From an optimization exercise on the open Yosys and OpenROAD flow, aimed at small area; shortcuts taken in it are not production practice. In this exercise RTL edits were held to simulation tests only and were not proved equivalent to the original. Power and IR drop assume default switching activity.

==> inputs of run a <==
==> flow/design.v <==
`timescale 1ns / 1ps
module filter (i_clk, i_rst_n, i_data, o_data);
	parameter INPUT_WIDTH = 18;
	input i_clk, i_rst_n;
	input  	   signed [INPUT_WIDTH - 1 : 0] i_data;
	output reg signed [INPUT_WIDTH - 1 : 0] o_data;
	reg [3 : 0] counter_r;
	reg 		ctrl_comp;
	reg signed [INPUT_WIDTH - 1 : 0] pipeline_r [0 : 10];
	reg signed [INPUT_WIDTH + 4 - 1 : 0] mux_out, term;
	reg signed [INPUT_WIDTH + 7 - 1 : 0] acc_r;
	wire sync_reset;
	integer i;
assign  sync_reset = (counter_r == 4'b1111) ? 1'b0 : 1'b1;
always @(posedge i_clk, negedge i_rst_n)
	if(!i_rst_n)
		counter_r <= 4'b0;
	else
		counter_r <= counter_r + 1'b1;
always @(posedge i_clk, negedge i_rst_n)
    if(!i_rst_n)
		for(i = 0 ; i < 11; i = i + 1)
			pipeline_r[i] <= {INPUT_WIDTH{1'b0}};
    else if (!sync_reset) 
		begin
			pipeline_r[0] <= i_data;
			for(i = 0 ; i < 10; i = i + 1)
				pipeline_r [i + 1] <= pipeline_r[i];
	        end
always @(*) begin
    case (counter_r)
        4'd0  : 
                begin
                    mux_out = pipeline_r[0];
                    ctrl_comp = 1'b1;
                end
        4'd1  : 
                begin
                    mux_out = pipeline_r[0] << 1;
                    ctrl_comp = 1'b1;
                end
        4'd2  : 
                begin
                    mux_out = pipeline_r[1] << 3;
                    ctrl_comp = 1'b1;
                end
        4'd3  : 
                begin
                    mux_out = pipeline_r[2] << 3;
                    ctrl_comp = 1'b1;
                end
        4'd4  : 
                begin
                    mux_out = pipeline_r[4] << 3;
                    ctrl_comp = 1'b0;
                end
        4'd5  : 
                begin
                    mux_out = pipeline_r[4] << 1;
                    ctrl_comp = 1'b0;
                end
        4'd6  : 
                begin 
                    mux_out = pipeline_r[4];
                    ctrl_comp = 1'b0;
                end
        4'd7  : 
                begin
                    mux_out = pipeline_r[5] << 4;
                    ctrl_comp = 1'b0;
                end
        4'd8  :
                begin 
                    mux_out = pipeline_r[6] << 3;
                    ctrl_comp = 1'b0;
                end
        4'd9  : 
                begin
                    mux_out = pipeline_r[6] << 1;
                    ctrl_comp = 1'b0;
                end
        4'd10 : 
                begin
                    mux_out = pipeline_r[6];
                    ctrl_comp = 1'b0;
                end
        4'd11 :
                begin 
                    mux_out = pipeline_r[8] << 3;
                    ctrl_comp = 1'b1;
                end
        4'd12 : 
                begin
                mux_out = pipeline_r[9] << 3;
                ctrl_comp = 1'b1;
                end
        4'd13 : 
                begin
                    mux_out = pipeline_r[10];
                    ctrl_comp = 1'b1;
                end                                      
        4'd14 : 
                begin
                    mux_out = pipeline_r[10] << 1;
                    ctrl_comp = 1'b1;
                end
	default:
		begin
		    mux_out = {INPUT_WIDTH + 4 {1'b0}};
		    ctrl_comp = 1'b0;
		end
    endcase
end
always @(*)
	if (ctrl_comp)
		term = ~ mux_out + 1'b1; 
	else
		term = mux_out;
always @(posedge i_clk, negedge i_rst_n)
	if (!i_rst_n)
		acc_r <= {(INPUT_WIDTH + 7){1'b0}};
	else if (!sync_reset)
		acc_r <= {(INPUT_WIDTH + 7){1'b0}};
	else
		acc_r <= term + acc_r;
always @(posedge i_clk, negedge i_rst_n)
	if(!i_rst_n)
		o_data <= {(INPUT_WIDTH){1'b0}};
	else if(sync_reset == 1'b0)
		if(((~(|acc_r[24:22])) || (&acc_r[24:22])) && !((acc_r[22:5] == 18'h1FFFF) && acc_r[4]))
			o_data <= acc_r[22:5] + {acc_r[4]&&(|acc_r[3:0]||acc_r[5])};
		else if(acc_r[24]) 
			o_data <= 18'h20000;
		else 
			o_data <= 18'h1FFFF;
endmodule
==> flow/run.sh <==
#!/bin/bash
# synth_recipe.tcl (not shown) runs the flow's synth.tcl, then flattens the netlist and writes it again
# the make line also repeats each setting of config.mk as NAME=value (left out here)
make -C /OpenROAD-flow-scripts/flow DESIGN_CONFIG=/design/flow/config.mk WORK_HOME=/design/flow/orfs CLKGATE_MAP_FILE= SYNTH_SCRIPT=/design/flow/synth_recipe.tcl finish
==> flow/config.mk <==
export PLATFORM = sky130hd
export DESIGN_NAME = filter
export DESIGN_NICKNAME = filter
export VERILOG_FILES = /design/flow/design.v
export SDC_FILE = /design/flow/constraint.sdc
export NUM_CORES = 4
export LEC_CHECK = 0
export CAP_MARGIN = 20
export CORE_MARGIN = 2
export CORE_UTILIZATION = 40
export SLEW_MARGIN = 20
==> flow/constraint.sdc <==
create_clock -name core_clock -period 6.0 [get_ports {i_clk}]
set_input_delay 1.2000 -clock core_clock [delete_from_list [all_inputs] [get_ports {i_clk}]]
set_output_delay 1.2000 -clock core_clock [all_outputs]
set_load 0.01 [all_outputs]
==> inputs of run b, as changes to run a <==
==> flow/design.v (replaced) <==
`timescale 1ns / 1ps
module filter (i_clk, i_rst_n, i_data, o_data);
	input i_clk, i_rst_n;
	input  signed [17:0] i_data;
	output reg signed [17:0] o_data;
	reg [3:0] cnt;
	reg started;
	reg [197:0] ring;
	reg [24:0] acc;
	wire ins = (cnt == 4'd15);
	wire [17:0] r10 = ring[197:180];
	wire [17:0] rd0 = ring[71:54];
	wire [17:0] rd1 = ring[143:126];
	wire [17:0] rd2 = ring[161:144];
	reg [2:0] sel;
	reg neg, dbl;
	always @(*) begin
		sel = 3'd0; neg = 1'b0; dbl = 1'b0;
		case (cnt)
			4'd15: begin sel[1] = 1'b1; end
			4'd0: begin sel[0] = 1'b1; end
			4'd1: begin sel[2] = 1'b1; neg = 1'b1; dbl = 1'b1; end
			4'd2: begin sel[0] = 1'b1; neg = 1'b1; end
			4'd3: begin sel[2] = 1'b1; neg = 1'b1; end
			4'd4: begin sel[0] = 1'b1; neg = 1'b1; end
			4'd5: begin sel[0] = 1'b1; end
			4'd6: begin sel[0] = 1'b1; neg = 1'b1; dbl = 1'b1; end
			4'd7: begin sel[1] = 1'b1; neg = 1'b1; end
			4'd8: begin sel[0] = 1'b1; neg = 1'b1; end
			4'd9: begin sel[1] = 1'b1; dbl = 1'b1; end
			4'd10: begin sel[2] = 1'b1; dbl = 1'b1; end
			4'd11: begin sel[2] = 1'b1; neg = 1'b1; end
			4'd13: begin sel[2] = 1'b1; end
			4'd14: begin sel[0] = 1'b1; end
			default: ;
		endcase
	end
	wire [17:0] word = ({18{sel[0]}} & rd0) | ({18{sel[1]}} & rd1) | ({18{sel[2]}} & rd2);
	wire [24:0] term = {{7{word[17]}}, word} ^ {25{neg}};
	wire [24:0] base = ins ? 25'd1 : (dbl ? {acc[23:0], 1'b0} : acc);
	wire [24:0] acc_nx = base + term + {24'd0, neg};
	wire ovf = ~((acc[24] == acc[23]) && (acc[24] == acc[22]));
	wire tie = ~|acc[4:0];
	wire [17:0] y = ovf ? {acc[24], {17{~acc[24]}}} : {acc[22:6], acc[5] & ~tie};
	always @(posedge i_clk, negedge i_rst_n)
		if (!i_rst_n) begin
			cnt <= 4'd0;
			started <= 1'b0;
			o_data <= 18'd0;
		end else begin
			cnt <= cnt + 4'd1;
			if (ins) started <= 1'b1;
			if (ins && started) o_data <= y;
		end
	always @(posedge i_clk) begin
		ring <= {ring[179:0], ins ? i_data : (started ? r10 : 18'd0)};
		acc <= acc_nx;
	end
endmodule
==> comparison table <==
item	run a	run b
Result of the run	complete, no violations	complete, no violations
DIE HEIGHT	186.3 µm	146.1 µm
Sequential cells	245	246
Leak pwr	6.979 nW	3.821 nW
Critical Path Sink	acc_r[24]	acc[24]
Internal portion of total power	2.978 mW	2.668 mW
Multi-In Gates	1200	479
Maximum single-stage delay on the critical path	520 ps	690 ps
Length of the first detailed-routing pass in iterations	9	5
Cell class ranked first by area	multi-input gates	flip-flops and latches
Routed via count divided by cell count	5.358	4.744
Final core utilization	45.36%	48.01%
Power drawn by the combinational cells	0.493 mW	0.211 mW

-- port drivers added, routing unchanged --
Ports are ideal in the flow. The routed layouts listed here were re-timed in OpenROAD. Step 1 (the two cells are an assumption about what drives the block):
set clk [get_ports {i_clk}]
set_driving_cell -lib_cell sky130_fd_sc_hd__clkbuf_16 $clk
set_driving_cell -lib_cell sky130_fd_sc_hd__buf_2 [delete_from_list [all_inputs] $clk]
Step 2, shift: input delay + t, output delay - t, t = (earliest + latest rising clock arrival at the registers) / 2. This alone moves slack from input paths to output paths. Slacks: ideal ports / drivers / drivers and shift; pairs: ideal ports / drivers.
| run | t, ns | slack for setup (ns) | hold slack, ns | pins driven straight from the clock port |
|---|---|---|---|---|
| run a | 0.588 | 0.894 / 0.894 / 0.894 | 0.458 / 0.458 / 0.458 | 1 |
| run b | 0.567 | 1.248 / 1.248 / 1.248 | 0.309 / 0.309 / 0.309 | 1 |
After both steps setup and hold are still met in every run listed.
